Source: an optimization exercise on an open RTL-to-GDS flow (aim: small area). Production flows keep margins and buffers that such runs may drop.
Only simulation tests tie the RTL to the original design; equivalence was not proved.
The flow treats the clock pin as an ideal source. Dropping or thinning the clock tree relies on that and would not hold on a real chip.
No activity file was given, so power comes from the tool's default toggle rates.

rev 12:
==> flow/design.v (excerpt) <==
module sonar(
input clk, rst_n,  
input do_measure,
input sonar_pulse,
output reg [7:0] inches,
output sonar_trigger,
output READY
);
==> flow/config.mk <==
export PLATFORM = sky130hd
export DESIGN_NAME = sonar
export DESIGN_NICKNAME = sonar
export VERILOG_FILES = /design/flow/design.v
export SDC_FILE = /design/flow/constraint.sdc
export NUM_CORES = 4
export LEC_CHECK = 0
export ABC_AREA = 1
export CAP_MARGIN = 20
export CORE_AREA = 2 2 58.01 58.01
export DIE_AREA = 0 0 60.01 60.01
export SLEW_MARGIN = 20
==> flow/constraint.sdc <==
create_clock -name core_clock -period 25.0 [get_ports {clk}]
set_input_delay 5.0000 -clock core_clock [delete_from_list [all_inputs] [get_ports {clk}]]
set_output_delay 5.0000 -clock core_clock [all_outputs]
set_load 0.01 [all_outputs]
standard.sh (not shown) runs the stock make flow with config.mk's settings and CLKGATE_MAP_FILE= SYNTH_SCRIPT=/design/flow/synth_recipe.tcl, a recipe that flattens the netlist after the stock synthesis.
==> flow/flow/run.sh <==
#!/bin/bash
# Standard layout, with the port buffers made from the smallest buffer cell.
set -euo pipefail
bash standard.sh finish "BUFFER_PORTS_ARGS=-buffer_cell sky130_fd_sc_hd__buf_1" > flow_make.log 2>&1
Rev 12 finished all stages; the layout is clean.
#### Input delta (rev 13 over rev 12)
==> flow/run.sh (new file) <==
#!/bin/bash
# synth_recipe.tcl (not shown) runs the flow's synth.tcl, then flattens the netlist and writes it again
# the make line also repeats each setting of config.mk as NAME=value (left out here)
make -C /OpenROAD-flow-scripts/flow DESIGN_CONFIG=/design/flow/config.mk WORK_HOME=/design/flow/orfs CLKGATE_MAP_FILE= SYNTH_SCRIPT=/design/flow/synth_recipe.tcl finish
removed: flow/flow/run.sh
removed: flow/standard.sh
As far as cell count after synthesis goes, rev 13 and rev 12 are indistinguishable; the numbers are identical. Diff rev 13..rev 12 | multi-input combinational cell count | unchanged. Compared with rev 12, wire length of the first global-routing pass in rev 13 increased by more than 10%. From rev 12 to rev 13 the numbers moved as follows: ratio of final minimum period to clock period increased 1.5 points, global-route usage over all layers higher, placed instance area increased about 7%. Looking at share of power burned in the clock network across rev 13 and rev 12, the one that comes out higher is rev 12. Re hold slack: rev 12 was higher than rev 13. Wire length: higher on rev 13. Rev 12 has completed all stages; timing, DRC and antenna checks passed. Rev 13 completed every stage of the flow, and the final layout passed the timing, design-rule and antenna checks. Between rev 12 and rev 13, the flow reports post-route standard cell area excluding fillers increasing by a few percent.

---

Another version of the RTL of sonar (not shown whole).
Size in the first run: about 84 cells after synthesis, about 14 I/O pins, about 930 um^2 of cells after synthesis.
Settings: LEC_CHECK=0, CAP_MARGIN=20, CORE_AREA=2 2 58.01 58.01, DIE_AREA=0 0 60.01 60.01, SLEW_MARGIN=20; clock period 25.0 ns.
==> flow/flow/run.sh <==
#!/bin/bash
# Layout flow: the standard synthesis with its combinational logic re-mapped by ABC for
# area (the smallest of a few ABC scripts, applied for up to three rounds, and used only if
# proven equivalent to the standard synthesis), the standard floorplan and placement with
# one-cell port buffers, a clock tree of two inverters, then the standard routing and finish.
# Each tool's output goes to a log_*.txt file here.
set -euo pipefail
W=$(pwd)
R=$W/orfs/results/$FLOW_PLATFORM/sonar/base
export LIB=$FLOW_HOME/platforms/$FLOW_PLATFORM/lib/sky130_fd_sc_hd__tt_025C_1v80.lib
export DONT_USE_CELLS=$(cat flow/dont_use.txt)   # the platform's DONT_USE_CELLS
B="BUFFER_PORTS_ARGS=-buffer_cell sky130_fd_sc_hd__buf_1"
area() { awk '/Chip area/ {print $NF}' $1; }

bash standard.sh synth "$B" > log_synth.txt 2>&1
cp $R/1_2_yosys.v std_synth.v
python3 flow/genmodels.py $LIB cells_comb.v
mkdir -p remap
cp std_synth.v remap/best.v
best=1e9
for round in 1 2 3; do
  improved=0
  for s in flow/abc/*.abc; do
    k=$(basename $s .abc)
    if IN=remap/best.v OUT=remap/r${round}_$k.v ABC=$s yosys -c flow/remap.tcl > log_remap_r${round}_$k.txt 2>&1; then
      a=$(area remap/r${round}_$k.v.area)
      echo "round $round $k $a" >> log_remap_summary.txt
      if awk "BEGIN{exit !($a < $best - 0.01)}"; then best=$a; cand=remap/r${round}_$k.v; improved=1; fi
    fi
  done
  [ $improved = 1 ] || break
  cp $cand remap/best.v
done
echo "best $best" >> log_remap_summary.txt
if [ $best != 1e9 ] && GATE=remap/best.v yosys -c flow/equiv.tcl > log_equiv.txt 2>&1; then
  cp remap/best.v $R/1_2_yosys.v
  touch $R/1_2_yosys.v
  echo "re-mapped netlist used" >> log_remap_summary.txt
else
  echo "re-mapped netlist not used" >> log_remap_summary.txt
fi
bash standard.sh place "$B" > log_place.txt 2>&1
RES=$R INV1=sky130_fd_sc_hd__inv_2 INV2=sky130_fd_sc_hd__inv_12 openroad -no_init -exit flow/cts.tcl > log_cts.txt 2>&1
bash standard.sh finish "$B" > log_finish.txt 2>&1
==> flow/flow/cts.tcl <==
# Clock tree of two inverters in series: the clock port drives a small inverter, which drives a
# large one, which drives every register's clock pin.
set R $::env(RES)
read_liberty $::env(LIB)
read_db $R/3_place.odb
read_sdc $R/3_place.sdc
set db [ord::get_db]
set block [ord::get_db_block]
set clk [$block findNet clk]
set sinks {}
set n 0; set sx 0; set sy 0
foreach it [$clk getITerms] {
  lappend sinks $it
  set b [[$it getInst] getBBox]
  set sx [expr {$sx + ([$b xMin] + [$b xMax]) / 2}]
  set sy [expr {$sy + ([$b yMin] + [$b yMax]) / 2}]
  incr n
}
set x [expr {$sx / $n}]; set y [expr {$sy / $n}]
puts "clock sinks $n, centre $x $y"
set i1 [odb::dbInst_create $block [$db findMaster $::env(INV1)] clkinv_0]
set i2 [odb::dbInst_create $block [$db findMaster $::env(INV2)] clkinv_1]
set n1 [odb::dbNet_create $block clknet_0]
set n2 [odb::dbNet_create $block clknet_1]
foreach it $sinks { $it disconnect; $it connect $n2 }
[$i1 findITerm A] connect $clk
[$i1 findITerm Y] connect $n1
[$i2 findITerm A] connect $n1
[$i2 findITerm Y] connect $n2
foreach nt [list $clk $n1 $n2] { $nt setSigType CLOCK }
$i1 setLocation $x $y; $i1 setPlacementStatus PLACED
$i2 setLocation $x $y; $i2 setPlacementStatus PLACED
global_connect
set_propagated_clock [all_clocks]
detailed_placement
check_placement -verbose
estimate_parasitics -placement
report_worst_slack -max
report_worst_slack -min
write_db $R/4_1_cts.odb
write_sdc -no_timestamp $R/4_cts.sdc
Other scripts of this flow, unchanged in this note and not shown: flow/flow/abc/a1.abc, flow/flow/abc/a2.abc, flow/flow/abc/a3.abc, flow/flow/abc/a4.abc, flow/flow/abc/a5.abc, flow/flow/abc/a6.abc, flow/flow/abc/a7.abc, flow/flow/dont_use.txt, flow/flow/equiv.tcl, flow/flow/genmodels.py, flow/flow/remap.tcl
Change:
--- a/flow/flow/run.sh
+++ b/flow/flow/run.sh
@@ -5 +5 @@
-# one-cell port buffers, a clock tree of two inverters, then the standard routing and finish.
+# one-cell port buffers, a clock tree of three inverters, then the standard routing and finish.
@@ -43 +43 @@
-RES=$R INV1=sky130_fd_sc_hd__inv_2 INV2=sky130_fd_sc_hd__inv_12 openroad -no_init -exit flow/cts.tcl > log_cts.txt 2>&1
+RES=$R INV1=sky130_fd_sc_hd__inv_2 INV2=sky130_fd_sc_hd__inv_4 SPLITIDX=0 openroad -no_init -exit flow/cts.tcl > log_cts.txt 2>&1
--- a/flow/flow/cts.tcl
+++ b/flow/flow/cts.tcl
@@ -1,2 +1,2 @@
-# Clock tree of two inverters in series: the clock port drives a small inverter, which drives a
-# large one, which drives every register's clock pin.
+# Clock tree of three inverters: the clock port drives a small inverter, which drives two
+# larger ones, each driving the clock pins of one half of the registers (split by x).
@@ -22 +21,0 @@
-set i2 [odb::dbInst_create $block [$db findMaster $::env(INV2)] clkinv_1]
@@ -24,2 +22,0 @@
-set n2 [odb::dbNet_create $block clknet_1]
-foreach it $sinks { $it disconnect; $it connect $n2 }
@@ -28,3 +24,0 @@
-[$i2 findITerm A] connect $n1
-[$i2 findITerm Y] connect $n2
-foreach nt [list $clk $n1 $n2] { $nt setSigType CLOCK }
@@ -32 +26,19 @@
-$i2 setLocation $x $y; $i2 setPlacementStatus PLACED
+$clk setSigType CLOCK; $n1 setSigType CLOCK
+# split the sinks in two halves by x, each driven by its own inverter
+set xs {}
+foreach it $sinks { set b [[$it getInst] getBBox]; lappend xs [list [expr {([$b xMin]+[$b xMax])/2}] [expr {([$b yMin]+[$b yMax])/2}] $it] }
+set xs [lsort -integer -index $::env(SPLITIDX) $xs]
+set h [expr {[llength $xs] / 2}]
+set groups [list [lrange $xs 0 [expr {$h-1}]] [lrange $xs $h end]]
+set g 0
+foreach grp $groups {
+  incr g
+  set i2 [odb::dbInst_create $block [$db findMaster $::env(INV2)] clkinv_$g]
+  set n2 [odb::dbNet_create $block clknet_$g]
+  $n2 setSigType CLOCK
+  set gx 0; set gy 0
+  foreach e $grp { lassign $e ex ey it; set gx [expr {$gx+$ex}]; set gy [expr {$gy+$ey}]; $it disconnect; $it connect $n2 }
+  [$i2 findITerm A] connect $n1
+  [$i2 findITerm Y] connect $n2
+  $i2 setLocation [expr {$gx/[llength $grp]}] [expr {$gy/[llength $grp]}]; $i2 setPlacementStatus PLACED
+}
What happened:
- sequential share of layout area increases by 0.23 points
- sequential cell count stays the same
- setup slack got worse by 42 ps
- worst hold slack stays flat
- sequential power is about the same
- die area is unchanged
- total power decreases by 1.2%
- core utilization decreases by 0.12 points
- via count increases by 1.5%
- fmax decreases by 0.70%
No run of this note takes its clock network from TritonCTS; it comes from the design's own scripts or RTL.

[what the ideal ports hide]
Ports are ideal in the flow. The routed layouts listed here were re-timed in OpenROAD. Step 1, drivers: a clkbuf_16 drives clk and a buf_2 each remaining input, both assumed. Step 2, shift: input delay + t, output delay - t, t = (earliest + latest rising clock arrival at the registers) / 2. This alone moves slack from input paths to output paths. a / b / c = no drivers / after step 1 / after step 2; a / b = the first two.
run	shift t [ns]	slack for setup (ns)	clock arrival spread, ns	worst register clock-pin slew, ns	pins driven straight from the clock port
rev 12	0.339	18.745 / 18.726 / 19.014	0.010 / 0.009	0.09 / 0.09	1
rev 13	0.334	18.360 / 18.341 / 18.649	0.006 / 0.005	0.08 / 0.08	1
the first run of note 2	0.176	18.974 / 18.951 / 19.058	0.003 / 0.003	0.09 / 0.09	1
the second run of note 2	0.183	18.931 / 18.908 / 19.073	0.003 / 0.002	0.11 / 0.11	1
After both steps setup and hold are still met in every run listed.
